Source: an optimization exercise on an open RTL-to-GDS flow (aim: small area). Production flows keep margins and buffers that such runs may drop.
Function was checked by simulation only, so behaviour that the tests miss may differ from the original.
The flow treats the clock pin as an ideal source. Dropping or thinning the clock tree relies on that and would not hold on a real chip.
Power is estimated from default activity; no workload was simulated.

==> flow/design.v (excerpt) <==
module switch(rst,clk,write_data_0, write_data_1,dest_0,dest_1,write_req_0, write_req_1,
data_ack_0, data_ack_1, read_data_0, read_data_1,read_data_valid_0, read_data_valid_1,source_add_0, source_add_1,
 configuration_address,configuration_data,configuration_data_valid);
input               rst,clk;
input       [7:0]   write_data_0, write_data_1;
input       [2:0]   dest_0, dest_1;
input               write_req_0, write_req_1;
output reg          data_ack_0, data_ack_1;
output      [7:0]   read_data_0, read_data_1;
output reg          read_data_valid_0, read_data_valid_1;
output reg          source_add_0, source_add_1;
input       [3:0]   configuration_address;
input       [7:0]   configuration_data;
input               configuration_data_valid;
reg [7:0] map;
reg       strict_rount, prioritized;
reg       last_read_out_0, last_read_out_1;
wire fifo_dest_0 = map[dest_0];
  ...
export LEC_CHECK = 0
export CAP_MARGIN = 0
export CORE_MARGIN = 2
export CORE_UTILIZATION = 70
export GPL_TIMING_DRIVEN = 0
export PLACE_DENSITY = 0.8
export SLEW_MARGIN = 0
create_clock -name core_clock -period 5.0 [get_ports {clk}]
standard.sh (not shown) runs the stock make flow with config.mk's settings and CLKGATE_MAP_FILE= SYNTH_SCRIPT=/design/flow/synth_recipe.tcl, a recipe that flattens the netlist after the stock synthesis.
==> flow/flow/run.sh <==
#!/bin/bash
# ORFS layout as the standard.sh does it, with these changes:
#  - synthesis maps the logic with an area-oriented ABC script
#  - a plain two-level clock tree (flow/clock_tree.tcl) in place of TritonCTS
#  - no timing repair at floorplan (REMOVE_ABC_BUFFERS): later stages repair
#    timing with placement in hand
#  - port buffers of the smallest buffer cell
# Each tool's output is in standard.log and in the ORFS logs under orfs/logs.
set -e
export AREA_ABC_SCRIPT=$PWD/flow/area.abc
export FLOW_SYNTH_TCL=$PWD/synth_recipe.tcl
export PRE_CTS_TCL=$PWD/flow/clock_tree.tcl
export CLK_GROUP=16
export CLK_LEAF=sky130_fd_sc_hd__clkbuf_8
export CLK_ROOT=sky130_fd_sc_hd__clkbuf_16
export REMOVE_ABC_BUFFERS=1
export BUFFER_PORTS_ARGS="-buffer_cell sky130_fd_sc_hd__buf_1"
sed "s#SYNTH_SCRIPT=[^ ]*#SYNTH_SCRIPT=$PWD/flow/synth_abc.tcl#" standard.sh > standard_area.sh
bash standard_area.sh > standard.log 2>&1
Other scripts of this flow, unchanged in this note and not shown: flow/flow/area.abc, flow/flow/clock_tree.tcl, flow/flow/synth_abc.tcl
The first run completed with no timing, DRC or antenna violations.
Then changed:
--- a/flow/design.v
+++ b/flow/design.v
@@ -33,22 +33,33 @@
 assign ovf_write = write_to_fifo & (more10 | (eq10 & !read_req));
 assign ovf_read  = read_req & more10;
 assign ovf_take  = write_to_fifo & eq10;
 assign ovf_ghost = write_to_fifo & eq10 & read_req;
 always @(posedge clk)
 	if (write_to_fifo)
 		mem <= {mem[71:0], write_data};
 assign top = mem[72 +: 8];
+wire [9:0] at;
+assign at[0] = (cnt == 4'd0);
+assign at[1] = (cnt == 4'd1);
+assign at[2] = (cnt[2:0] == 3'd2);
+assign at[3] = (cnt[2:0] == 3'd3);
+assign at[4] = (cnt[2:0] == 3'd4);
+assign at[5] = (cnt[2:0] == 3'd5);
+assign at[6] = (cnt[2:0] == 3'd6);
+assign at[7] = (cnt[2:0] == 3'd7);
+assign at[8] = cnt[3] & !cnt[0];
+assign at[9] = cnt[3] &  cnt[0];
 reg [7:0] rd;
 integer k;
 always @(*) begin
 	rd = 8'd0;
 	for (k = 0; k < 10; k = k + 1)
-		rd = rd | (mem[k*8 +: 8] & {8{cnt == k}});
+		rd = rd | (mem[k*8 +: 8] & {8{at[k]}});
 end
 assign last = rd;
 endmodule
 module switch(rst,clk,write_data_0, write_data_1,dest_0,dest_1,write_req_0, write_req_1,
 data_ack_0, data_ack_1, read_data_0, read_data_1,read_data_valid_0, read_data_valid_1,source_add_0, source_add_1,
  configuration_address,configuration_data,configuration_data_valid);
 input               rst,clk;
 input       [7:0]   write_data_0, write_data_1;
@@ -161,24 +172,26 @@
 		cnt_b <= cnt_b ^ tg_b;
 	end
 always @(posedge clk) begin
 	if (|grant_a) own_a <= {grant_a[3] | grant_a[2], grant_a[3] | grant_a[1]};
 	if (|grant_b) own_b <= {grant_b[3] | grant_b[2], grant_b[3] | grant_b[1]};
 	if (sh_a) mem_a <= {mem_a[31:0], wd_a};
 	if (sh_b) mem_b <= {mem_b[31:0], wd_b};
 end
+wire [4:0] at_a = {cnt_a[2], cnt_a[1:0] == 2'd3, cnt_a[1:0] == 2'd2, cnt_a[1:0] == 2'd1, cnt_a == 3'd0};
+wire [4:0] at_b = {cnt_b[2], cnt_b[1:0] == 2'd3, cnt_b[1:0] == 2'd2, cnt_b[1:0] == 2'd1, cnt_b == 3'd0};
 reg [7:0] last_a, last_b;
 integer k;
 always @(*) begin
 	last_a = 8'd0;
 	last_b = 8'd0;
 	for (k = 0; k < 5; k = k + 1) begin
-		last_a = last_a | (mem_a[k*8 +: 8] & {8{cnt_a == k}});
-		last_b = last_b | (mem_b[k*8 +: 8] & {8{cnt_b == k}});
+		last_a = last_a | (mem_a[k*8 +: 8] & {8{at_a[k]}});
+		last_b = last_b | (mem_b[k*8 +: 8] & {8{at_b[k]}});
 	end
 end
 wire gh_a0 = |(ovf_ghost & grant_a & 4'b0101);
 wire gh_a1 = |(ovf_ghost & grant_a & 4'b1010);
 wire gh_b0 = |(ovf_ghost & grant_b & 4'b0101);
 wire gh_b1 = |(ovf_ghost & grant_b & 4'b1010);
 wire rd_a0 = rd_a & !own_a[0];
 wire rd_a1 = rd_a &  own_a[0];
Setup slack improves by 0.13 ns.
Power goes up by 2.8%.
First-iteration DRC count goes down by 7.8%.
Clock skew goes up by 0.0037 ns.
Synthesized cell count goes down by 3.1%.
Via count goes down by 2.1%.
No run of this note takes its clock network from TritonCTS; it comes from the design's own scripts or RTL.

==> port drivers added, routing unchanged <==
How much do the figures lean on ideal ports? The routed layouts below were timed once more, with nothing changed but the port constraints. Step 1: set_driving_cell puts a clkbuf_16 on clk and a buf_2 on each other input, an assumption about the parent block. Step 2 adds t to the input delays and takes it off the output delays; t is the mean of the earliest and latest rising clock arrival at the registers after step 1. Input paths then give back, and output paths get back, about the clock's delay inside the block. Three values: no drivers, after step 1, after step 2; two values: the first two.
run	shift t [ns]	slack for setup (ns)	hold slack, ns	latest minus earliest clock arrival (ns)	worst slew at a driven data input, ns
the first run	0.582	0.118 / 0.067 / -0.263	0.439 / 0.418 / 0.447	0.025 / 0.026	0.04
the second run	0.585	0.248 / 0.269 / -0.316	0.412 / 0.415 / 0.443	0.030 / 0.030	0.05
Met with ideal ports but missed after step 2: setup timing in the first run and the second run. For the second run, which loses most, drivers alone change the setup slack by +0.021 ns; drivers and shift together by -0.564 ns.
